Background: an optimization exercise with open tools, aiming at small area, a short achievable clock period and few clock cycles. Do not read the settings as production practice.
For this run, only the layout was checked, not whether the RTL still works.
Power and IR drop assume default switching activity.

==> flow/design.v <==
`timescale 1ns/1ns
module full_adder #(parameter n = 8)
					(input [n-1:0] a, b,
					input c,
					output reg carry,
					output reg [n-1:0] sum);
  always@(*)
	{carry, sum} = a+b+c;
endmodule
`timescale 1ns/1ns
module register #(parameter n = 8)
						(input clk, rst, enable,
						input [n-1:0] reg_in,
						output reg [n-1:0] reg_out);
	always @(posedge clk) begin
		if (rst)
			reg_out <= 0;
		else if (enable)
			reg_out <= reg_in;	
	end
endmodule
`timescale 1ns/1ns
module shift_register #(parameter n = 8)
						(input clk, rst, enable, load,
						input  ser_in,
						input [n-1:0] par_in,
						output reg [n-1:0] par_out);
	always @(posedge clk) begin
		if (rst)
			par_out <= 0;
		else if (load)
			par_out <= par_in;	
		else if (enable) begin
			par_out <= {ser_in, par_out[n-1:1]};
		end	
	end
endmodule
`timescale 1ns/1ns
module mux2to1 #(parameter width = 8) 
				(input [width-1:0] a,b,
				 input sel,
				 output reg [width-1:0] out);
	always @(*) begin
		case (sel)
			0: out = a;
			1: out = b;
			default: out = {width{1'b0}};
		endcase	
	end
endmodule
`timescale 1ns/1ns
module datapath #(parameter n = 8)
				(input rst, clk,
				input reg_b_enable, reg_a_enable, reg_p_enable, reg_a_load, sel_mux_reg_b_zero,
				input sel_p_reg,
				input [n-1:0] a, b,
				output a_lsb,
				output [2*n-1:0] mul_out);
	wire [n-1:0] b_to_mux, mux_to_adder, adder_sum, mux_to_p_out, reg_p_out;
	wire adder_cout;
	register #(n) reg_partial_out (.clk(clk), .enable(reg_p_enable), .rst (rst), .reg_in(mux_to_p_out), .reg_out(reg_p_out));
	shift_register #(n) reg_a (.clk(clk), .rst (rst), .enable(reg_a_enable), .load (reg_a_load), .ser_in (adder_sum[0]), .par_in (a), .par_out(mul_out[n-1:0]));
	register #(n) reg_b (.clk(clk), .rst (rst), .enable(reg_b_enable), .reg_in(b), .reg_out(b_to_mux));			
	full_adder #(n) fa (.a(reg_p_out), .b(mux_to_adder), .c(1'b0), .carry(adder_cout), .sum(adder_sum));
	mux2to1 #(n) mux_to_reg_p (.a({n{1'b0}}), .b({adder_cout,adder_sum[n-1:1]}), .sel(sel_p_reg), .out(mux_to_p_out));  
	mux2to1 #(n) mux_reg_b_zero (.a({n{1'b0}}), .b(b_to_mux), .sel(sel_mux_reg_b_zero), .out(mux_to_adder));  
	assign a_lsb = (mul_out[0] == 1);  
	assign mul_out[2*n-1:n] = reg_p_out;
endmodule				
`timescale 1ns/1ns
module controller #(parameter m = 3)  
					(input start, clk, rst, a_lsb,
					output reg reg_b_enable, reg_a_enable, reg_p_enable, sel_p_reg, reg_a_load, sel_mux_reg_b_zero,
					output reg valid);
	parameter [1:0] reset = 0, load = 1, addshift = 2, done = 3;
	reg [1:0] current_state, next_state;
	reg count_en;
	reg [m-1:0] count;
	always @(current_state, start, count) begin :combinational
		case (current_state) 
			reset: begin
				if (start == 1) next_state = load;
				else next_state = reset;
			end	
			load: begin
				if (start == 0) next_state = addshift;
				else next_state = load;
			end				
			addshift: begin
				if ( count == {m{1'b1}}) next_state = done;
				else next_state = addshift;
			end	
			done: begin
				next_state = reset;
			end	
			default: next_state = reset;
		endcase
	end
	always @(current_state, a_lsb) begin :combinational_controlling_signals
		count_en = 0;
		reg_b_enable = 0;
		reg_a_enable = 0;
		reg_p_enable = 0;
		sel_p_reg = 0;
		reg_a_load = 0;
		sel_mux_reg_b_zero = 0;
		valid = 0;
		case (current_state) 
			reset: begin
				count_en = 0;
				reg_b_enable = 0;
				reg_a_enable = 0;
				reg_p_enable = 1;
				sel_p_reg = 0;
				reg_a_load = 0;
				sel_mux_reg_b_zero = 0;
				valid = 0;
			end	
			load: begin
				reg_a_load = 1;
				reg_b_enable =1;
			end				
			addshift: begin
				if (a_lsb == 0) begin
					reg_a_enable = 1;
					sel_mux_reg_b_zero = 0;  
					reg_p_enable = 1;
				end	
				else begin
					reg_a_enable = 1;
					sel_mux_reg_b_zero = 1;  
					reg_p_enable = 1;
				end	
				count_en = 1;
				sel_p_reg = 1;
			end	
			done: begin
				valid = 1;
			end	
			default: begin
				count_en = 0;
				reg_b_enable = 0;
				reg_a_enable = 0;
				reg_p_enable = 0;
				sel_p_reg = 0;
				reg_a_load = 0;
				sel_mux_reg_b_zero = 0;
				valid = 0;
			end
		endcase
	end
	always @(posedge clk) begin :sequential
		if (rst)
			current_state <= reset;
		else
			current_state <= next_state;
	end	
	always @(posedge clk) begin :counter_seq
		if (rst) begin
			count <= 0;
		end	
		else if (count_en == 1)
			count <= count + 1;
	end
endmodule
`timescale 1ns/1ns
module seq_mult #(parameter n = 32)
				(input start, rst, clk,
				input [n-1:0] a, b,
				output valid,
				output [2*n-1:0] result);
	reg [31:0] breg;
	reg [33:0] hs, hc;
	reg [29:0] l;
	reg        cy;
	reg [2:0]  cnt;
	reg        run, fin, vld;
	wire [31:0] pp0 = breg & {32{l[0]}};
	wire [31:0] pp1 = breg & {32{l[1]}};
	wire [31:0] pp2 = breg & {32{l[2]}};
	wire [31:0] pp3 = breg & {32{l[3]}};
	wire [31:0] pp4 = breg & {32{l[4]}};
	wire [31:0] pp5 = breg & {32{l[5]}};
	wire s1, c2;
	wire s3, c4;
	wire s5, c6;
	wire s7, c8;
	wire s9, c10;
	wire s11, c12;
	wire s13, c14;
	wire s15, c16;
	wire s17, c18;
	wire s19, c20;
	wire s21, c22;
	wire s23, c24;
	wire s25, c26;
	wire s27, c28;
	wire s29, c30;
	wire s31, c32;
	wire s33, c34;
	wire s35, c36;
	wire s37, c38;
	wire s39, c40;
	wire s41, c42;
	wire s43, c44;
	wire s45, c46;
	wire s47, c48;
	wire s49, c50;
	wire s51, c52;
	wire s53, c54;
	wire s55, c56;
	wire s57, c58;
	wire s59, c60;
	wire s61, c62;
	wire s63, c64;
	wire s65, c66;
	wire s67, c68;
	wire s69, c70;
	wire s71, c72;
	wire s73, c74;
	wire s75, c76;
	wire s77, c78;
	wire s79, c80;
	wire s81, c82;
	wire s83, c84;
	wire s85, c86;
	wire s87, c88;
	wire s89, c90;
	wire s91, c92;
	wire s93, c94;
	wire s95, c96;
	wire s97, c98;
	wire s99, c100;
	wire s101, c102;
	wire s103, c104;
	wire s105, c106;
	wire s107, c108;
	wire s109, c110;
	wire s111, c112;
	wire s113, c114;
	wire s115, c116;
	wire s117, c118;
	wire s119, c120;
	wire s121, c122;
	wire s123, c124;
	wire s125, c126;
	wire s127, c128;
	wire s129, c130;
	wire s131, c132;
	wire s133, c134;
	wire s135, c136;
	wire s137, c138;
	wire s139, c140;
	wire s141, c142;
	wire s143, c144;
	wire s145, c146;
	wire s147, c148;
	wire s149, c150;
	wire s151, c152;
	wire s153, c154;
	wire s155, c156;
	wire s157, c158;
	wire s159, c160;
	wire s161, c162;
	wire s163, c164;
	wire s165, c166;
	wire s167, c168;
	wire s169, c170;
	wire s171, c172;
	wire s173, c174;
	wire s175, c176;
	wire s177, c178;
	wire s179, c180;
	wire s181, c182;
	wire s183, c184;
	wire s185, c186;
	wire s187, c188;
	wire s189, c190;
	wire s191, c192;
	wire s193, c194;
	wire s195, c196;
	wire s197, c198;
	wire s199, c200;
	wire s201, c202;
	wire s203, c204;
	wire s205, c206;
	wire s207, c208;
	wire s209, c210;
	wire s211, c212;
	wire s213, c214;
	wire s215, c216;
	wire s217, c218;
	wire s219, c220;
	wire s221, c222;
	wire s223, c224;
	wire s225, c226;
	wire s227, c228;
	wire s229, c230;
	wire s231, c232;
	wire s233, c234;
	wire s235, c236;
	wire s237, c238;
	wire s239, c240;
	wire s241, c242;
	wire s243, c244;
	wire s245, c246;
	wire s247, c248;
	wire s249, c250;
	wire s251, c252;
	wire s253, c254;
	wire s255, c256;
	wire s257, c258;
	wire s259, c260;
	wire s261, c262;
	wire s263, c264;
	wire s265, c266;
	wire s267, c268;
	wire s269, c270;
	wire s271, c272;
	wire s273, c274;
	wire s275, c276;
	wire s277, c278;
	wire s279, c280;
	wire s281, c282;
	wire s283, c284;
	wire s285, c286;
	wire s287, c288;
	wire s289, c290;
	wire s291, c292;
	wire s293, c294;
	wire s295, c296;
	wire s297, c298;
	wire s299, c300;
	wire s301, c302;
	wire s303, c304;
	wire s305, c306;
	wire s307, c308;
	wire s309, c310;
	wire s311, c312;
	wire s313, c314;
	wire s315, c316;
	wire s317, c318;
	wire s319, c320;
	wire s321, c322;
	wire s323, c324;
	wire s325, c326;
	wire s327, c328;
	wire s329, c330;
	wire s331, c332;
	wire s333, c334;
	wire s335, c336;
	wire s337, c338;
	wire s339, c340;
	wire s341, c342;
	wire s343, c344;
	wire s345, c346;
	wire s347, c348;
	wire s349, c350;
	wire s351, c352;
	wire s353, c354;
	wire s355, c356;
	wire s357, c358;
	wire s359, c360;
	wire s361, c362;
	wire s363, c364;
	wire s365, c366;
	wire s367, c368;
	wire s369, c370;
	wire s371, c372;
	wire s373, c374;
	wire s375, c376;
	wire s377, c378;
	wire s379, c380;
	wire s381, c382;
	wire s383, c384;
	assign s1 = hs[6] ^ hc[6];
	assign c2 = hs[6] & hc[6];
	assign s3 = hs[7] ^ hc[7] ^ pp0[5];
	assign c4 = (hs[7] & hc[7]) | (hs[7] & pp0[5]) | (hc[7] & pp0[5]);
	assign s5 = pp1[4] ^ pp2[3];
	assign c6 = pp1[4] & pp2[3];
	assign s7 = hs[8] ^ hc[8] ^ pp0[6];
	assign c8 = (hs[8] & hc[8]) | (hs[8] & pp0[6]) | (hc[8] & pp0[6]);
	assign s9 = pp1[5] ^ pp2[4] ^ pp3[3];
	assign c10 = (pp1[5] & pp2[4]) | (pp1[5] & pp3[3]) | (pp2[4] & pp3[3]);
	assign s11 = hs[9] ^ hc[9] ^ pp0[7];
	assign c12 = (hs[9] & hc[9]) | (hs[9] & pp0[7]) | (hc[9] & pp0[7]);
	assign s13 = pp1[6] ^ pp2[5] ^ pp3[4];
	assign c14 = (pp1[6] & pp2[5]) | (pp1[6] & pp3[4]) | (pp2[5] & pp3[4]);
	assign s15 = hs[10] ^ hc[10] ^ pp0[8];
	assign c16 = (hs[10] & hc[10]) | (hs[10] & pp0[8]) | (hc[10] & pp0[8]);
	assign s17 = pp1[7] ^ pp2[6] ^ pp3[5];
	assign c18 = (pp1[7] & pp2[6]) | (pp1[7] & pp3[5]) | (pp2[6] & pp3[5]);
	assign s19 = hs[11] ^ hc[11] ^ pp0[9];
	assign c20 = (hs[11] & hc[11]) | (hs[11] & pp0[9]) | (hc[11] & pp0[9]);
	assign s21 = pp1[8] ^ pp2[7] ^ pp3[6];
	assign c22 = (pp1[8] & pp2[7]) | (pp1[8] & pp3[6]) | (pp2[7] & pp3[6]);
	assign s23 = hs[12] ^ hc[12] ^ pp0[10];
	assign c24 = (hs[12] & hc[12]) | (hs[12] & pp0[10]) | (hc[12] & pp0[10]);
	assign s25 = pp1[9] ^ pp2[8] ^ pp3[7];
	assign c26 = (pp1[9] & pp2[8]) | (pp1[9] & pp3[7]) | (pp2[8] & pp3[7]);
	assign s27 = hs[13] ^ hc[13] ^ pp0[11];
	assign c28 = (hs[13] & hc[13]) | (hs[13] & pp0[11]) | (hc[13] & pp0[11]);
	assign s29 = pp1[10] ^ pp2[9] ^ pp3[8];
	assign c30 = (pp1[10] & pp2[9]) | (pp1[10] & pp3[8]) | (pp2[9] & pp3[8]);
	assign s31 = hs[14] ^ hc[14] ^ pp0[12];
	assign c32 = (hs[14] & hc[14]) | (hs[14] & pp0[12]) | (hc[14] & pp0[12]);
	assign s33 = pp1[11] ^ pp2[10] ^ pp3[9];
	assign c34 = (pp1[11] & pp2[10]) | (pp1[11] & pp3[9]) | (pp2[10] & pp3[9]);
	assign s35 = hs[15] ^ hc[15] ^ pp0[13];
	assign c36 = (hs[15] & hc[15]) | (hs[15] & pp0[13]) | (hc[15] & pp0[13]);
	assign s37 = pp1[12] ^ pp2[11] ^ pp3[10];
	assign c38 = (pp1[12] & pp2[11]) | (pp1[12] & pp3[10]) | (pp2[11] & pp3[10]);
	assign s39 = hs[16] ^ hc[16] ^ pp0[14];
	assign c40 = (hs[16] & hc[16]) | (hs[16] & pp0[14]) | (hc[16] & pp0[14]);
	assign s41 = pp1[13] ^ pp2[12] ^ pp3[11];
	assign c42 = (pp1[13] & pp2[12]) | (pp1[13] & pp3[11]) | (pp2[12] & pp3[11]);
	assign s43 = hs[17] ^ hc[17] ^ pp0[15];
	assign c44 = (hs[17] & hc[17]) | (hs[17] & pp0[15]) | (hc[17] & pp0[15]);
	assign s45 = pp1[14] ^ pp2[13] ^ pp3[12];
	assign c46 = (pp1[14] & pp2[13]) | (pp1[14] & pp3[12]) | (pp2[13] & pp3[12]);
	assign s47 = hs[18] ^ hc[18] ^ pp0[16];
	assign c48 = (hs[18] & hc[18]) | (hs[18] & pp0[16]) | (hc[18] & pp0[16]);
	assign s49 = pp1[15] ^ pp2[14] ^ pp3[13];
	assign c50 = (pp1[15] & pp2[14]) | (pp1[15] & pp3[13]) | (pp2[14] & pp3[13]);
	assign s51 = hs[19] ^ hc[19] ^ pp0[17];
	assign c52 = (hs[19] & hc[19]) | (hs[19] & pp0[17]) | (hc[19] & pp0[17]);
	assign s53 = pp1[16] ^ pp2[15] ^ pp3[14];
	assign c54 = (pp1[16] & pp2[15]) | (pp1[16] & pp3[14]) | (pp2[15] & pp3[14]);
	assign s55 = hs[20] ^ hc[20] ^ pp0[18];
	assign c56 = (hs[20] & hc[20]) | (hs[20] & pp0[18]) | (hc[20] & pp0[18]);
	assign s57 = pp1[17] ^ pp2[16] ^ pp3[15];
	assign c58 = (pp1[17] & pp2[16]) | (pp1[17] & pp3[15]) | (pp2[16] & pp3[15]);
	assign s59 = hs[21] ^ hc[21] ^ pp0[19];
	assign c60 = (hs[21] & hc[21]) | (hs[21] & pp0[19]) | (hc[21] & pp0[19]);
	assign s61 = pp1[18] ^ pp2[17] ^ pp3[16];
	assign c62 = (pp1[18] & pp2[17]) | (pp1[18] & pp3[16]) | (pp2[17] & pp3[16]);
	assign s63 = hs[22] ^ hc[22] ^ pp0[20];
	assign c64 = (hs[22] & hc[22]) | (hs[22] & pp0[20]) | (hc[22] & pp0[20]);
	assign s65 = pp1[19] ^ pp2[18] ^ pp3[17];
	assign c66 = (pp1[19] & pp2[18]) | (pp1[19] & pp3[17]) | (pp2[18] & pp3[17]);
	assign s67 = hs[23] ^ hc[23] ^ pp0[21];
	assign c68 = (hs[23] & hc[23]) | (hs[23] & pp0[21]) | (hc[23] & pp0[21]);
	assign s69 = pp1[20] ^ pp2[19] ^ pp3[18];
	assign c70 = (pp1[20] & pp2[19]) | (pp1[20] & pp3[18]) | (pp2[19] & pp3[18]);
	assign s71 = hs[24] ^ hc[24] ^ pp0[22];
	assign c72 = (hs[24] & hc[24]) | (hs[24] & pp0[22]) | (hc[24] & pp0[22]);
	assign s73 = pp1[21] ^ pp2[20] ^ pp3[19];
	assign c74 = (pp1[21] & pp2[20]) | (pp1[21] & pp3[19]) | (pp2[20] & pp3[19]);
	assign s75 = hs[25] ^ hc[25] ^ pp0[23];
	assign c76 = (hs[25] & hc[25]) | (hs[25] & pp0[23]) | (hc[25] & pp0[23]);
	assign s77 = pp1[22] ^ pp2[21] ^ pp3[20];
	assign c78 = (pp1[22] & pp2[21]) | (pp1[22] & pp3[20]) | (pp2[21] & pp3[20]);
	assign s79 = hs[26] ^ hc[26] ^ pp0[24];
	assign c80 = (hs[26] & hc[26]) | (hs[26] & pp0[24]) | (hc[26] & pp0[24]);
	assign s81 = pp1[23] ^ pp2[22] ^ pp3[21];
	assign c82 = (pp1[23] & pp2[22]) | (pp1[23] & pp3[21]) | (pp2[22] & pp3[21]);
	assign s83 = hs[27] ^ hc[27] ^ pp0[25];
	assign c84 = (hs[27] & hc[27]) | (hs[27] & pp0[25]) | (hc[27] & pp0[25]);
	assign s85 = pp1[24] ^ pp2[23] ^ pp3[22];
	assign c86 = (pp1[24] & pp2[23]) | (pp1[24] & pp3[22]) | (pp2[23] & pp3[22]);
	assign s87 = hs[28] ^ hc[28] ^ pp0[26];
	assign c88 = (hs[28] & hc[28]) | (hs[28] & pp0[26]) | (hc[28] & pp0[26]);
	assign s89 = pp1[25] ^ pp2[24] ^ pp3[23];
	assign c90 = (pp1[25] & pp2[24]) | (pp1[25] & pp3[23]) | (pp2[24] & pp3[23]);
	assign s91 = hs[29] ^ hc[29] ^ pp0[27];
	assign c92 = (hs[29] & hc[29]) | (hs[29] & pp0[27]) | (hc[29] & pp0[27]);
	assign s93 = pp1[26] ^ pp2[25] ^ pp3[24];
	assign c94 = (pp1[26] & pp2[25]) | (pp1[26] & pp3[24]) | (pp2[25] & pp3[24]);
	assign s95 = hs[30] ^ hc[30] ^ pp0[28];
	assign c96 = (hs[30] & hc[30]) | (hs[30] & pp0[28]) | (hc[30] & pp0[28]);
	assign s97 = pp1[27] ^ pp2[26] ^ pp3[25];
	assign c98 = (pp1[27] & pp2[26]) | (pp1[27] & pp3[25]) | (pp2[26] & pp3[25]);
	assign s99 = hs[31] ^ hc[31] ^ pp0[29];
	assign c100 = (hs[31] & hc[31]) | (hs[31] & pp0[29]) | (hc[31] & pp0[29]);
	assign s101 = pp1[28] ^ pp2[27] ^ pp3[26];
	assign c102 = (pp1[28] & pp2[27]) | (pp1[28] & pp3[26]) | (pp2[27] & pp3[26]);
	assign s103 = hs[32] ^ hc[32] ^ pp0[30];
	assign c104 = (hs[32] & hc[32]) | (hs[32] & pp0[30]) | (hc[32] & pp0[30]);
	assign s105 = pp1[29] ^ pp2[28] ^ pp3[27];
	assign c106 = (pp1[29] & pp2[28]) | (pp1[29] & pp3[27]) | (pp2[28] & pp3[27]);
	assign s107 = hs[33] ^ hc[33] ^ pp0[31];
	assign c108 = (hs[33] & hc[33]) | (hs[33] & pp0[31]) | (hc[33] & pp0[31]);
	assign s109 = pp1[30] ^ pp2[29] ^ pp3[28];
	assign c110 = (pp1[30] & pp2[29]) | (pp1[30] & pp3[28]) | (pp2[29] & pp3[28]);
	assign s111 = pp1[31] ^ pp2[30];
	assign c112 = pp1[31] & pp2[30];
	assign s113 = hs[4] ^ hc[4];
	assign c114 = hs[4] & hc[4];
	assign s115 = hs[5] ^ hc[5] ^ pp0[3];
	assign c116 = (hs[5] & hc[5]) | (hs[5] & pp0[3]) | (hc[5] & pp0[3]);
	assign s117 = pp1[2] ^ pp2[1];
	assign c118 = pp1[2] & pp2[1];
	assign s119 = pp0[4] ^ pp1[3] ^ pp2[2];
	assign c120 = (pp0[4] & pp1[3]) | (pp0[4] & pp2[2]) | (pp1[3] & pp2[2]);
	assign s121 = pp3[1] ^ pp4[0] ^ s1;
	assign c122 = (pp3[1] & pp4[0]) | (pp3[1] & s1) | (pp4[0] & s1);
	assign s123 = c2 ^ pp3[2] ^ pp4[1];
	assign c124 = (c2 & pp3[2]) | (c2 & pp4[1]) | (pp3[2] & pp4[1]);
	assign s125 = pp5[0] ^ s3 ^ s5;
	assign c126 = (pp5[0] & s3) | (pp5[0] & s5) | (s3 & s5);
	assign s127 = c4 ^ c6 ^ pp4[2];
	assign c128 = (c4 & c6) | (c4 & pp4[2]) | (c6 & pp4[2]);
	assign s129 = pp5[1] ^ s7 ^ s9;
	assign c130 = (pp5[1] & s7) | (pp5[1] & s9) | (s7 & s9);
	assign s131 = c8 ^ c10 ^ pp4[3];
	assign c132 = (c8 & c10) | (c8 & pp4[3]) | (c10 & pp4[3]);
	assign s133 = pp5[2] ^ s11 ^ s13;
	assign c134 = (pp5[2] & s11) | (pp5[2] & s13) | (s11 & s13);
	assign s135 = c12 ^ c14 ^ pp4[4];
	assign c136 = (c12 & c14) | (c12 & pp4[4]) | (c14 & pp4[4]);
	assign s137 = pp5[3] ^ s15 ^ s17;
	assign c138 = (pp5[3] & s15) | (pp5[3] & s17) | (s15 & s17);
	assign s139 = c16 ^ c18 ^ pp4[5];
	assign c140 = (c16 & c18) | (c16 & pp4[5]) | (c18 & pp4[5]);
	assign s141 = pp5[4] ^ s19 ^ s21;
	assign c142 = (pp5[4] & s19) | (pp5[4] & s21) | (s19 & s21);
	assign s143 = c20 ^ c22 ^ pp4[6];
	assign c144 = (c20 & c22) | (c20 & pp4[6]) | (c22 & pp4[6]);
	assign s145 = pp5[5] ^ s23 ^ s25;
	assign c146 = (pp5[5] & s23) | (pp5[5] & s25) | (s23 & s25);
	assign s147 = c24 ^ c26 ^ pp4[7];
	assign c148 = (c24 & c26) | (c24 & pp4[7]) | (c26 & pp4[7]);
	assign s149 = pp5[6] ^ s27 ^ s29;
	assign c150 = (pp5[6] & s27) | (pp5[6] & s29) | (s27 & s29);
	assign s151 = c28 ^ c30 ^ pp4[8];
	assign c152 = (c28 & c30) | (c28 & pp4[8]) | (c30 & pp4[8]);
	assign s153 = pp5[7] ^ s31 ^ s33;
	assign c154 = (pp5[7] & s31) | (pp5[7] & s33) | (s31 & s33);
	assign s155 = c32 ^ c34 ^ pp4[9];
	assign c156 = (c32 & c34) | (c32 & pp4[9]) | (c34 & pp4[9]);
	assign s157 = pp5[8] ^ s35 ^ s37;
	assign c158 = (pp5[8] & s35) | (pp5[8] & s37) | (s35 & s37);
	assign s159 = c36 ^ c38 ^ pp4[10];
	assign c160 = (c36 & c38) | (c36 & pp4[10]) | (c38 & pp4[10]);
	assign s161 = pp5[9] ^ s39 ^ s41;
	assign c162 = (pp5[9] & s39) | (pp5[9] & s41) | (s39 & s41);
	assign s163 = c40 ^ c42 ^ pp4[11];
	assign c164 = (c40 & c42) | (c40 & pp4[11]) | (c42 & pp4[11]);
	assign s165 = pp5[10] ^ s43 ^ s45;
	assign c166 = (pp5[10] & s43) | (pp5[10] & s45) | (s43 & s45);
	assign s167 = c44 ^ c46 ^ pp4[12];
	assign c168 = (c44 & c46) | (c44 & pp4[12]) | (c46 & pp4[12]);
	assign s169 = pp5[11] ^ s47 ^ s49;
	assign c170 = (pp5[11] & s47) | (pp5[11] & s49) | (s47 & s49);
	assign s171 = c48 ^ c50 ^ pp4[13];
	assign c172 = (c48 & c50) | (c48 & pp4[13]) | (c50 & pp4[13]);
	assign s173 = pp5[12] ^ s51 ^ s53;
	assign c174 = (pp5[12] & s51) | (pp5[12] & s53) | (s51 & s53);
	assign s175 = c52 ^ c54 ^ pp4[14];
	assign c176 = (c52 & c54) | (c52 & pp4[14]) | (c54 & pp4[14]);
	assign s177 = pp5[13] ^ s55 ^ s57;
	assign c178 = (pp5[13] & s55) | (pp5[13] & s57) | (s55 & s57);
	assign s179 = c56 ^ c58 ^ pp4[15];
	assign c180 = (c56 & c58) | (c56 & pp4[15]) | (c58 & pp4[15]);
	assign s181 = pp5[14] ^ s59 ^ s61;
	assign c182 = (pp5[14] & s59) | (pp5[14] & s61) | (s59 & s61);
	assign s183 = c60 ^ c62 ^ pp4[16];
	assign c184 = (c60 & c62) | (c60 & pp4[16]) | (c62 & pp4[16]);
	assign s185 = pp5[15] ^ s63 ^ s65;
	assign c186 = (pp5[15] & s63) | (pp5[15] & s65) | (s63 & s65);
	assign s187 = c64 ^ c66 ^ pp4[17];
	assign c188 = (c64 & c66) | (c64 & pp4[17]) | (c66 & pp4[17]);
	assign s189 = pp5[16] ^ s67 ^ s69;
	assign c190 = (pp5[16] & s67) | (pp5[16] & s69) | (s67 & s69);
	assign s191 = c68 ^ c70 ^ pp4[18];
	assign c192 = (c68 & c70) | (c68 & pp4[18]) | (c70 & pp4[18]);
	assign s193 = pp5[17] ^ s71 ^ s73;
	assign c194 = (pp5[17] & s71) | (pp5[17] & s73) | (s71 & s73);
	assign s195 = c72 ^ c74 ^ pp4[19];
	assign c196 = (c72 & c74) | (c72 & pp4[19]) | (c74 & pp4[19]);
	assign s197 = pp5[18] ^ s75 ^ s77;
	assign c198 = (pp5[18] & s75) | (pp5[18] & s77) | (s75 & s77);
	assign s199 = c76 ^ c78 ^ pp4[20];
	assign c200 = (c76 & c78) | (c76 & pp4[20]) | (c78 & pp4[20]);
	assign s201 = pp5[19] ^ s79 ^ s81;
	assign c202 = (pp5[19] & s79) | (pp5[19] & s81) | (s79 & s81);
	assign s203 = c80 ^ c82 ^ pp4[21];
	assign c204 = (c80 & c82) | (c80 & pp4[21]) | (c82 & pp4[21]);
	assign s205 = pp5[20] ^ s83 ^ s85;
	assign c206 = (pp5[20] & s83) | (pp5[20] & s85) | (s83 & s85);
	assign s207 = c84 ^ c86 ^ pp4[22];
	assign c208 = (c84 & c86) | (c84 & pp4[22]) | (c86 & pp4[22]);
	assign s209 = pp5[21] ^ s87 ^ s89;
	assign c210 = (pp5[21] & s87) | (pp5[21] & s89) | (s87 & s89);
	assign s211 = c88 ^ c90 ^ pp4[23];
	assign c212 = (c88 & c90) | (c88 & pp4[23]) | (c90 & pp4[23]);
	assign s213 = pp5[22] ^ s91 ^ s93;
	assign c214 = (pp5[22] & s91) | (pp5[22] & s93) | (s91 & s93);
	assign s215 = c92 ^ c94 ^ pp4[24];
	assign c216 = (c92 & c94) | (c92 & pp4[24]) | (c94 & pp4[24]);
	assign s217 = pp5[23] ^ s95 ^ s97;
	assign c218 = (pp5[23] & s95) | (pp5[23] & s97) | (s95 & s97);
	assign s219 = c96 ^ c98 ^ pp4[25];
	assign c220 = (c96 & c98) | (c96 & pp4[25]) | (c98 & pp4[25]);
	assign s221 = pp5[24] ^ s99 ^ s101;
	assign c222 = (pp5[24] & s99) | (pp5[24] & s101) | (s99 & s101);
	assign s223 = c100 ^ c102 ^ pp4[26];
	assign c224 = (c100 & c102) | (c100 & pp4[26]) | (c102 & pp4[26]);
	assign s225 = pp5[25] ^ s103 ^ s105;
	assign c226 = (pp5[25] & s103) | (pp5[25] & s105) | (s103 & s105);
	assign s227 = c104 ^ c106 ^ pp4[27];
	assign c228 = (c104 & c106) | (c104 & pp4[27]) | (c106 & pp4[27]);
	assign s229 = pp5[26] ^ s107 ^ s109;
	assign c230 = (pp5[26] & s107) | (pp5[26] & s109) | (s107 & s109);
	assign s231 = c108 ^ c110 ^ pp3[29];
	assign c232 = (c108 & c110) | (c108 & pp3[29]) | (c110 & pp3[29]);
	assign s233 = pp4[28] ^ pp5[27] ^ s111;
	assign c234 = (pp4[28] & pp5[27]) | (pp4[28] & s111) | (pp5[27] & s111);
	assign s235 = c112 ^ pp2[31] ^ pp3[30];
	assign c236 = (c112 & pp2[31]) | (c112 & pp3[30]) | (pp2[31] & pp3[30]);
	assign s237 = pp4[29] ^ pp5[28];
	assign c238 = pp4[29] & pp5[28];
	assign s239 = pp3[31] ^ pp4[30];
	assign c240 = pp3[31] & pp4[30];
	assign s241 = hs[3] ^ hc[3];
	assign c242 = hs[3] & hc[3];
	assign s243 = pp0[2] ^ pp1[1] ^ pp2[0];
	assign c244 = (pp0[2] & pp1[1]) | (pp0[2] & pp2[0]) | (pp1[1] & pp2[0]);
	assign s245 = c114 ^ pp3[0] ^ s115;
	assign c246 = (c114 & pp3[0]) | (c114 & s115) | (pp3[0] & s115);
	assign s247 = c116 ^ c118 ^ s119;
	assign c248 = (c116 & c118) | (c116 & s119) | (c118 & s119);
	assign s249 = c120 ^ c122 ^ s123;
	assign c250 = (c120 & c122) | (c120 & s123) | (c122 & s123);
	assign s251 = c124 ^ c126 ^ s127;
	assign c252 = (c124 & c126) | (c124 & s127) | (c126 & s127);
	assign s253 = c128 ^ c130 ^ s131;
	assign c254 = (c128 & c130) | (c128 & s131) | (c130 & s131);
	assign s255 = c132 ^ c134 ^ s135;
	assign c256 = (c132 & c134) | (c132 & s135) | (c134 & s135);
	assign s257 = c136 ^ c138 ^ s139;
	assign c258 = (c136 & c138) | (c136 & s139) | (c138 & s139);
	assign s259 = c140 ^ c142 ^ s143;
	assign c260 = (c140 & c142) | (c140 & s143) | (c142 & s143);
	assign s261 = c144 ^ c146 ^ s147;
	assign c262 = (c144 & c146) | (c144 & s147) | (c146 & s147);
	assign s263 = c148 ^ c150 ^ s151;
	assign c264 = (c148 & c150) | (c148 & s151) | (c150 & s151);
	assign s265 = c152 ^ c154 ^ s155;
	assign c266 = (c152 & c154) | (c152 & s155) | (c154 & s155);
	assign s267 = c156 ^ c158 ^ s159;
	assign c268 = (c156 & c158) | (c156 & s159) | (c158 & s159);
	assign s269 = c160 ^ c162 ^ s163;
	assign c270 = (c160 & c162) | (c160 & s163) | (c162 & s163);
	assign s271 = c164 ^ c166 ^ s167;
	assign c272 = (c164 & c166) | (c164 & s167) | (c166 & s167);
	assign s273 = c168 ^ c170 ^ s171;
	assign c274 = (c168 & c170) | (c168 & s171) | (c170 & s171);
	assign s275 = c172 ^ c174 ^ s175;
	assign c276 = (c172 & c174) | (c172 & s175) | (c174 & s175);
	assign s277 = c176 ^ c178 ^ s179;
	assign c278 = (c176 & c178) | (c176 & s179) | (c178 & s179);
	assign s279 = c180 ^ c182 ^ s183;
	assign c280 = (c180 & c182) | (c180 & s183) | (c182 & s183);
	assign s281 = c184 ^ c186 ^ s187;
	assign c282 = (c184 & c186) | (c184 & s187) | (c186 & s187);
	assign s283 = c188 ^ c190 ^ s191;
	assign c284 = (c188 & c190) | (c188 & s191) | (c190 & s191);
	assign s285 = c192 ^ c194 ^ s195;
	assign c286 = (c192 & c194) | (c192 & s195) | (c194 & s195);
	assign s287 = c196 ^ c198 ^ s199;
	assign c288 = (c196 & c198) | (c196 & s199) | (c198 & s199);
	assign s289 = c200 ^ c202 ^ s203;
	assign c290 = (c200 & c202) | (c200 & s203) | (c202 & s203);
	assign s291 = c204 ^ c206 ^ s207;
	assign c292 = (c204 & c206) | (c204 & s207) | (c206 & s207);
	assign s293 = c208 ^ c210 ^ s211;
	assign c294 = (c208 & c210) | (c208 & s211) | (c210 & s211);
	assign s295 = c212 ^ c214 ^ s215;
	assign c296 = (c212 & c214) | (c212 & s215) | (c214 & s215);
	assign s297 = c216 ^ c218 ^ s219;
	assign c298 = (c216 & c218) | (c216 & s219) | (c218 & s219);
	assign s299 = c220 ^ c222 ^ s223;
	assign c300 = (c220 & c222) | (c220 & s223) | (c222 & s223);
	assign s301 = c224 ^ c226 ^ s227;
	assign c302 = (c224 & c226) | (c224 & s227) | (c226 & s227);
	assign s303 = c228 ^ c230 ^ s231;
	assign c304 = (c228 & c230) | (c228 & s231) | (c230 & s231);
	assign s305 = c232 ^ c234 ^ s235;
	assign c306 = (c232 & c234) | (c232 & s235) | (c234 & s235);
	assign s307 = c236 ^ c238 ^ pp5[29];
	assign c308 = (c236 & c238) | (c236 & pp5[29]) | (c238 & pp5[29]);
	assign s309 = c240 ^ pp4[31];
	assign c310 = c240 & pp4[31];
	assign s311 = hs[2] ^ hc[2];
	assign c312 = hs[2] & hc[2];
	assign s313 = pp0[1] ^ pp1[0] ^ s241;
	assign c314 = (pp0[1] & pp1[0]) | (pp0[1] & s241) | (pp1[0] & s241);
	assign s315 = c242 ^ s113 ^ s243;
	assign c316 = (c242 & s113) | (c242 & s243) | (s113 & s243);
	assign s317 = c244 ^ s117 ^ s245;
	assign c318 = (c244 & s117) | (c244 & s245) | (s117 & s245);
	assign s319 = c246 ^ s121 ^ s247;
	assign c320 = (c246 & s121) | (c246 & s247) | (s121 & s247);
	assign s321 = c248 ^ s125 ^ s249;
	assign c322 = (c248 & s125) | (c248 & s249) | (s125 & s249);
	assign s323 = c250 ^ s129 ^ s251;
	assign c324 = (c250 & s129) | (c250 & s251) | (s129 & s251);
	assign s325 = c252 ^ s133 ^ s253;
	assign c326 = (c252 & s133) | (c252 & s253) | (s133 & s253);
	assign s327 = c254 ^ s137 ^ s255;
	assign c328 = (c254 & s137) | (c254 & s255) | (s137 & s255);
	assign s329 = c256 ^ s141 ^ s257;
	assign c330 = (c256 & s141) | (c256 & s257) | (s141 & s257);
	assign s331 = c258 ^ s145 ^ s259;
	assign c332 = (c258 & s145) | (c258 & s259) | (s145 & s259);
	assign s333 = c260 ^ s149 ^ s261;
	assign c334 = (c260 & s149) | (c260 & s261) | (s149 & s261);
	assign s335 = c262 ^ s153 ^ s263;
	assign c336 = (c262 & s153) | (c262 & s263) | (s153 & s263);
	assign s337 = c264 ^ s157 ^ s265;
	assign c338 = (c264 & s157) | (c264 & s265) | (s157 & s265);
	assign s339 = c266 ^ s161 ^ s267;
	assign c340 = (c266 & s161) | (c266 & s267) | (s161 & s267);
	assign s341 = c268 ^ s165 ^ s269;
	assign c342 = (c268 & s165) | (c268 & s269) | (s165 & s269);
	assign s343 = c270 ^ s169 ^ s271;
	assign c344 = (c270 & s169) | (c270 & s271) | (s169 & s271);
	assign s345 = c272 ^ s173 ^ s273;
	assign c346 = (c272 & s173) | (c272 & s273) | (s173 & s273);
	assign s347 = c274 ^ s177 ^ s275;
	assign c348 = (c274 & s177) | (c274 & s275) | (s177 & s275);
	assign s349 = c276 ^ s181 ^ s277;
	assign c350 = (c276 & s181) | (c276 & s277) | (s181 & s277);
	assign s351 = c278 ^ s185 ^ s279;
	assign c352 = (c278 & s185) | (c278 & s279) | (s185 & s279);
	assign s353 = c280 ^ s189 ^ s281;
	assign c354 = (c280 & s189) | (c280 & s281) | (s189 & s281);
	assign s355 = c282 ^ s193 ^ s283;
	assign c356 = (c282 & s193) | (c282 & s283) | (s193 & s283);
	assign s357 = c284 ^ s197 ^ s285;
	assign c358 = (c284 & s197) | (c284 & s285) | (s197 & s285);
	assign s359 = c286 ^ s201 ^ s287;
	assign c360 = (c286 & s201) | (c286 & s287) | (s201 & s287);
	assign s361 = c288 ^ s205 ^ s289;
	assign c362 = (c288 & s205) | (c288 & s289) | (s205 & s289);
	assign s363 = c290 ^ s209 ^ s291;
	assign c364 = (c290 & s209) | (c290 & s291) | (s209 & s291);
	assign s365 = c292 ^ s213 ^ s293;
	assign c366 = (c292 & s213) | (c292 & s293) | (s213 & s293);
	assign s367 = c294 ^ s217 ^ s295;
	assign c368 = (c294 & s217) | (c294 & s295) | (s217 & s295);
	assign s369 = c296 ^ s221 ^ s297;
	assign c370 = (c296 & s221) | (c296 & s297) | (s221 & s297);
	assign s371 = c298 ^ s225 ^ s299;
	assign c372 = (c298 & s225) | (c298 & s299) | (s225 & s299);
	assign s373 = c300 ^ s229 ^ s301;
	assign c374 = (c300 & s229) | (c300 & s301) | (s229 & s301);
	assign s375 = c302 ^ s233 ^ s303;
	assign c376 = (c302 & s233) | (c302 & s303) | (s233 & s303);
	assign s377 = c304 ^ s237 ^ s305;
	assign c378 = (c304 & s237) | (c304 & s305) | (s237 & s305);
	assign s379 = c306 ^ s239 ^ s307;
	assign c380 = (c306 & s239) | (c306 & s307) | (s239 & s307);
	assign s381 = c308 ^ pp5[30] ^ s309;
	assign c382 = (c308 & pp5[30]) | (c308 & s309) | (pp5[30] & s309);
	assign s383 = c310 ^ pp5[31];
	assign c384 = c310 & pp5[31];
	wire [39:0] sv = {c384, c382, c380, c378, c376, c374, c372, c370, c368, c366, c364, c362, c360, c358, c356, c354, c352, c350, c348, c346, c344, c342, c340, c338, c336, c334, c332, c330, c328, c326, c324, c322, c320, c318, c316, c314, c312, pp0[0], hs[1], hs[0]};
	wire [39:0] cv = {1'b0, s383, s381, s379, s377, s375, s373, s371, s369, s367, s365, s363, s361, s359, s357, s355, s353, s351, s349, s347, s345, s343, s341, s339, s337, s335, s333, s331, s329, s327, s325, s323, s321, s319, s317, s315, s313, s311, hc[1], hc[0]};
	wire [6:0] low = sv[5:0] + cv[5:0] + cy;
	wire [33:0] hsum = hs + hc + cy;
	always @(posedge clk) begin
		if (start) begin
			breg <= b;
			hs   <= {2'b00, b & {32{a[0]}}};
			hc   <= {1'b0, b & {32{a[1]}}, 1'b0};
			l    <= a[31:2];
			cy   <= 1'b0;
		end else if (fin) begin
			hs   <= hsum;
		end else begin
			hs   <= sv[39:6];
			hc   <= cv[39:6];
			l    <= {low[5:0], l[29:6]};
			cy   <= low[6];
		end
	end
	always @(posedge clk) begin
		if (rst) begin
			run <= 1'b0;
			fin <= 1'b0;
			vld <= 1'b0;
		end else begin
			fin <= 1'b0;
			vld <= fin;
			if (start) begin
				run <= 1'b1;
				cnt <= 3'd0;
			end else if (run) begin
				cnt <= cnt + 1'b1;
				if (cnt == 3'd4) begin
					run <= 1'b0;
					fin <= 1'b1;
				end
			end
		end
	end
	assign valid  = vld;
	assign result = {hs, l};
endmodule
==> flow/run.sh <==
#!/bin/bash
# synth_recipe.tcl (not shown) runs the flow's synth.tcl, then flattens the netlist and writes it again
# the make line also repeats each setting of config.mk as NAME=value (left out here)
make -C /OpenROAD-flow-scripts/flow DESIGN_CONFIG=/design/flow/config.mk WORK_HOME=/design/flow/orfs CLKGATE_MAP_FILE= SYNTH_SCRIPT=/design/flow/synth_recipe.tcl finish
==> flow/config.mk <==
export PLATFORM = sky130hd
export DESIGN_NAME = seq_mult
export DESIGN_NICKNAME = seq_mult
export VERILOG_FILES = /design/flow/design.v
export SDC_FILE = /design/flow/constraint.sdc
export NUM_CORES = 4
export LEC_CHECK = 0
export CAP_MARGIN = 20
export CORE_MARGIN = 2
export CORE_UTILIZATION = 40
export SLEW_MARGIN = 20
==> flow/constraint.sdc <==
create_clock -name core_clock -period 5.0 [get_ports {clk}]
set_input_delay 1.0000 -clock core_clock [delete_from_list [all_inputs] [get_ports {clk}]]
set_output_delay 1.0000 -clock core_clock [all_outputs]
set_load 0.01 [all_outputs]
==> impl_results.md <==
- Maximum resistive drop on vdd: 0.000277 V
- Outcome: no timing/DRC/antenna violations
- Largest incremental delay on the critical path: 0.85 ns
- Biggest fanout along the worst timing path: 33
- Floorplan core area: 30300 um2
- Type of the worst setup path: reg2reg
- Number of port buffers: 131
- Simple-Gate Fraction of Synth Area: roughly 14%
- Compound-cell area share of the yosys netlist: 9.54%
- Syn. warnings: 1
- Starting density of the core: 40.4%
- Class of the most critical hold timing path: reg2reg
- I/O pin cnt: 132
- TNS Setup: 0 ns
- Die span in y: between 150 and 200 um
- Hold wc startpoint: run
- Share of final-layout standard cells stronger than drive strength 1: 6.28%
- Top-area cell type share of the netlist area: between 20% and 30%
- DRC violation count after routing: 0
- Commonest register cell after synthesis: sky130_fd_sc_hd__edfxtp_1
- Wire length of the first global-routing pass: roughly 54000 um
- Proportion of synthesized chip area in sequential cells: a little under a third
- Number of nets produced by synthesis: 1477
- Number of nets at the end of the flow: 1588
- Fmax achieved: ~0.27 GHz
- Final RePlAce weighted congestion: 0.889
- Mapped Avg Cell Area: 10.4 um2
- Total of flip-flops plus latches after synthesis: 136
- Number of diodes: 0
- Actual transition at the worst max-transition pin: 1.13 ns
- Post-synthesis adder-cell area fraction: 34.6%
- Critical path launch point type: flip-flop
- Antenna violations before repair: 0
- Synth area leaders: sky130_fd_sc_hd__fa_1, sky130_fd_sc_hd__edfxtp_1, sky130_fd_sc_hd__dfxtp_1, sky130_fd_sc_hd__nand2_1, sky130_fd_sc_hd__and2_1
- Number of max-slew violations in the final report: 0
- Most frequent cells after synthesis: sky130_fd_sc_hd__fa_1, sky130_fd_sc_hd__nand2_1, sky130_fd_sc_hd__inv_1
- Library cell contributing the largest single delay on the critical path: sky130_fd_sc_hd__edfxtp_1
- Via count: 8959
- Number of hold buffers added after cts: 0
- Total buffers and inverters traversed by the critical path: 1
- Maximum number of pins on one net before global-route repair: 57
- Total detailed-routing wirelength: approximately 34000 um
- Die extent in x: 179 um
- Number of global-route vias before repair: 9497
- Cell Pwr Density: between 600 and 700 nW/um2
- Overflow left after global routing: 0
- Xor and xnor fraction of the mapped netlist area: 2.43%
- Root cell of the clock tree: sky130_fd_sc_hd__clkbuf_16
- Final routed wire length divided by cell count: 20.2 um
- H-tree levels: 4
- Main combinational cell family by area after synthesis: adder cells
- DP Wirelength: 25900 um
- Critical R2R Launch: l[1]
- Later-pin clock latency in the skew report: 0.45 ns
- Count of fill cells added during filler insertion: 2822
- Number of different library cells in the post-synthesis netlist: 51
- Unrepaired setup endpoints after global routing: false
- Layout overhead on the synthesized area: 18.7%
- Placed instance count: 1669
- Worst-case clock buffer depth: 2
- GRT Overall Usage: ~23%
- Worst-path clk slew: around 0.070 ns
- Number of search-and-repair iterations in the first detailed-routing pass: 5
- Number of synthesized flops with an enable pin: 97
- Largest area contributor in the netlist: sky130_fd_sc_hd__fa_1
- Final instance count without filler cells: 1701
- Largest delay contributor family on the critical path: adder cells
- Floorplan row count: 64
- Number of sinks on the clock net: 136
- Hold WS: 0.475 ns
- Die area: 32000 um2
- Post-synthesis cell count: approximately 1200
- Required time at the endpoint of the critical path: 5.16 ns
- Number of cells on the worst reg-to-reg path: 7
- Count of nets left with antenna violations after detail routing: 0
- Setup bufs post-CTS: 0
- Share of synthesized registers carrying an async set or reset: 0%
- Final Hold Fails: 0
- Cell repeated most along the worst path: sky130_fd_sc_hd__fa_1
- Share of synthesized area spent on multiplexers: 2.65%
- Share of the cycle needed by the critical path after routing: 73.7%
- Setup crit end kind: flip-flop
- Netlist area before placement: approximately 12000 um2
- Minimum setup slack after placement: 1.33 ns
- Tightest slew margin relative to the limit: 24.3%
- Post-detailed-route via-to-cell ratio: 5.27
- Most used standard cell by instance count after synthesis: sky130_fd_sc_hd__fa_1
- Endpoint with the worst hold slack: fin
- Final min period: 3.68 ns
- Reg2Reg Capture Point: hc[24]
- Setup-violating endpoint count in the final report: 0
- Total leakage power: between 5 and 6 nW
- Number of buffers created by CTS: 17
- Maximum Capacitance Violations: 0
- CP Cell Sequence: and2_1, fa_1, inv_1, fa_1, fa_1, fa_1, o21ai_0
- Fin Clk Skew: 0.0179 ns
- Setup slack of the critical path after layout: 1.32 ns
- Count of cells along the worst hold path: 1
- CTS tree: yes
- DRT iter0 DRCs: 579
- Post-CTS sizing: 0
- Crit path arrival time: between 3 and 4 ns
- Reg-to-reg slack, setup: 1.32 ns
- Pwr Total: 9.05 mW
## layout by cell type (no fill, tap or decap), types with 7 or more instances in the layout
cell                              count
sky130_fd_sc_hd__a21oi_1             56
sky130_fd_sc_hd__nand4_1              8
sky130_fd_sc_hd__and2_1             105
sky130_fd_sc_hd__xnor2_1             19
sky130_fd_sc_hd__buf_4               12
sky130_fd_sc_hd__fa_1               183
sky130_fd_sc_hd__clkbuf_16           17
sky130_fd_sc_hd__nor2_1              32
sky130_fd_sc_hd__nand2_1            177
sky130_fd_sc_hd__xor2_1              15
sky130_fd_sc_hd__a21o_1               9
sky130_fd_sc_hd__clkdlybuf4s50_1    130
sky130_fd_sc_hd__inv_1              153
sky130_fd_sc_hd__edfxtp_1            97
sky130_fd_sc_hd__mux2_2              27
sky130_fd_sc_hd__nor3_1               7
sky130_fd_sc_hd__o221ai_1            20
sky130_fd_sc_hd__o21ai_0             66
sky130_fd_sc_hd__dfxtp_1             39
sky130_fd_sc_hd__nand3_1             16
sky130_fd_sc_hd__ha_1                46
## flip-flops by register name (all words and copies together) (netlist names)
| register | flops |
|---|---|
| fin | 1 |
| cnt | 3 |
| hs | 34 |
| l | 30 |
| cv | 2 |
| breg | 32 |
| vld | 1 |
| run | 1 |
| cy | 1 |
| hc | 31 |
## kinds of logic after synthesis
family | after synthesis
mux | 29
buf+inv | 205
xor+xnor | 34
flops | 136
fa+ha+maj | 229
simple gates | 361
compound gates | 187
## per-stage QoR
step	instance area, um2	util (%)
global placement	13900	45.9
finish	14500	47.9
detailed placement	13900	45.9
floorplan	12300	-
CTS	14500	47.9
global route	14500	47.9
## power by group
| part | leakage (nW) | internal [mW] | switching [mW] |
|---|---|---|---|
| Clock | 0.294 | 0.718 | 0.626 |
| Sequential | 1.35 | 1.67 | 0.324 |
| Combinational | 3.98 | 2.58 | 3.13 |
| Total | 5.62 | 4.97 | 4.08 |
## metal layers
metal,global-route usage [%],part of all wire [%],wire (um)
met2,38.3,50,17100
met4,8.13,3.0,1050
met5,0,0,0
met3,3.77,5.1,1740
met1,29.8,42,14500
## how the worst max path moves through the flow
stage	startpoint	endpoint	slack, ns	cells after the start
finish	l[1]	hc[24]	1.32	7
global route	l[1]	hc[24]	1.20	7
global placement	l[1]	hc[20]	1.31	7
floorplan	start	hs[21]	1.36	4
detailed placement	l[1]	hc[20]	1.33	7
CTS	l[1]	hc[24]	1.31	7
## area by class of cell
class                           instances  area, um2  area share [%]
Clock buffer                           17        425            2.93
Inverter                              154        579            3.98
Clock inverter                         15        179            1.23
Multi-Input combinational cell        840       7750            53.3
Timing Repair Buffer                  143       1410            9.71
Sequential cell                       136       3690            25.4
Tap cell                              396        495            3.41
## worst reg2reg max path: stages (launching register included)
cell	delay, ns
sky130_fd_sc_hd__edfxtp_1	0.85
sky130_fd_sc_hd__and2_1	0.42
sky130_fd_sc_hd__fa_1	0.50
sky130_fd_sc_hd__inv_1	0.07
sky130_fd_sc_hd__fa_1	0.45
sky130_fd_sc_hd__fa_1	0.50
sky130_fd_sc_hd__fa_1	0.54
sky130_fd_sc_hd__o21ai_0	0.07

## static timing again, ports no longer ideal
Ports are ideal in the flow. The routed layout listed here was re-timed in OpenROAD. Step 1 sets driving cells, clkbuf_16 on the clock port and buf_2 on the other inputs (assumed; they add their load-dependent delay and slew). Step 2 adds t to the input delays and takes it off the output delays; t is the mean of the earliest and latest rising clock arrival at the registers after step 1. Input paths then give back, and output paths get back, about the clock's delay inside the block. Slacks: no drivers / after step 1 / after step 2; pairs: no drivers / after step 1.
t (ns): 0.490
slack for setup (ns): 1.317 / 1.317 / 1.317
slew at the worst register clock pin (ns): 0.08 / 0.08
worst data-port slew with drivers (ns): 0.05
pins driven straight from the clock port: 1
After both steps this run still meets setup and hold. The setup slack of this run moves by 0.000 ns with the drivers and by 0.000 ns with both steps.
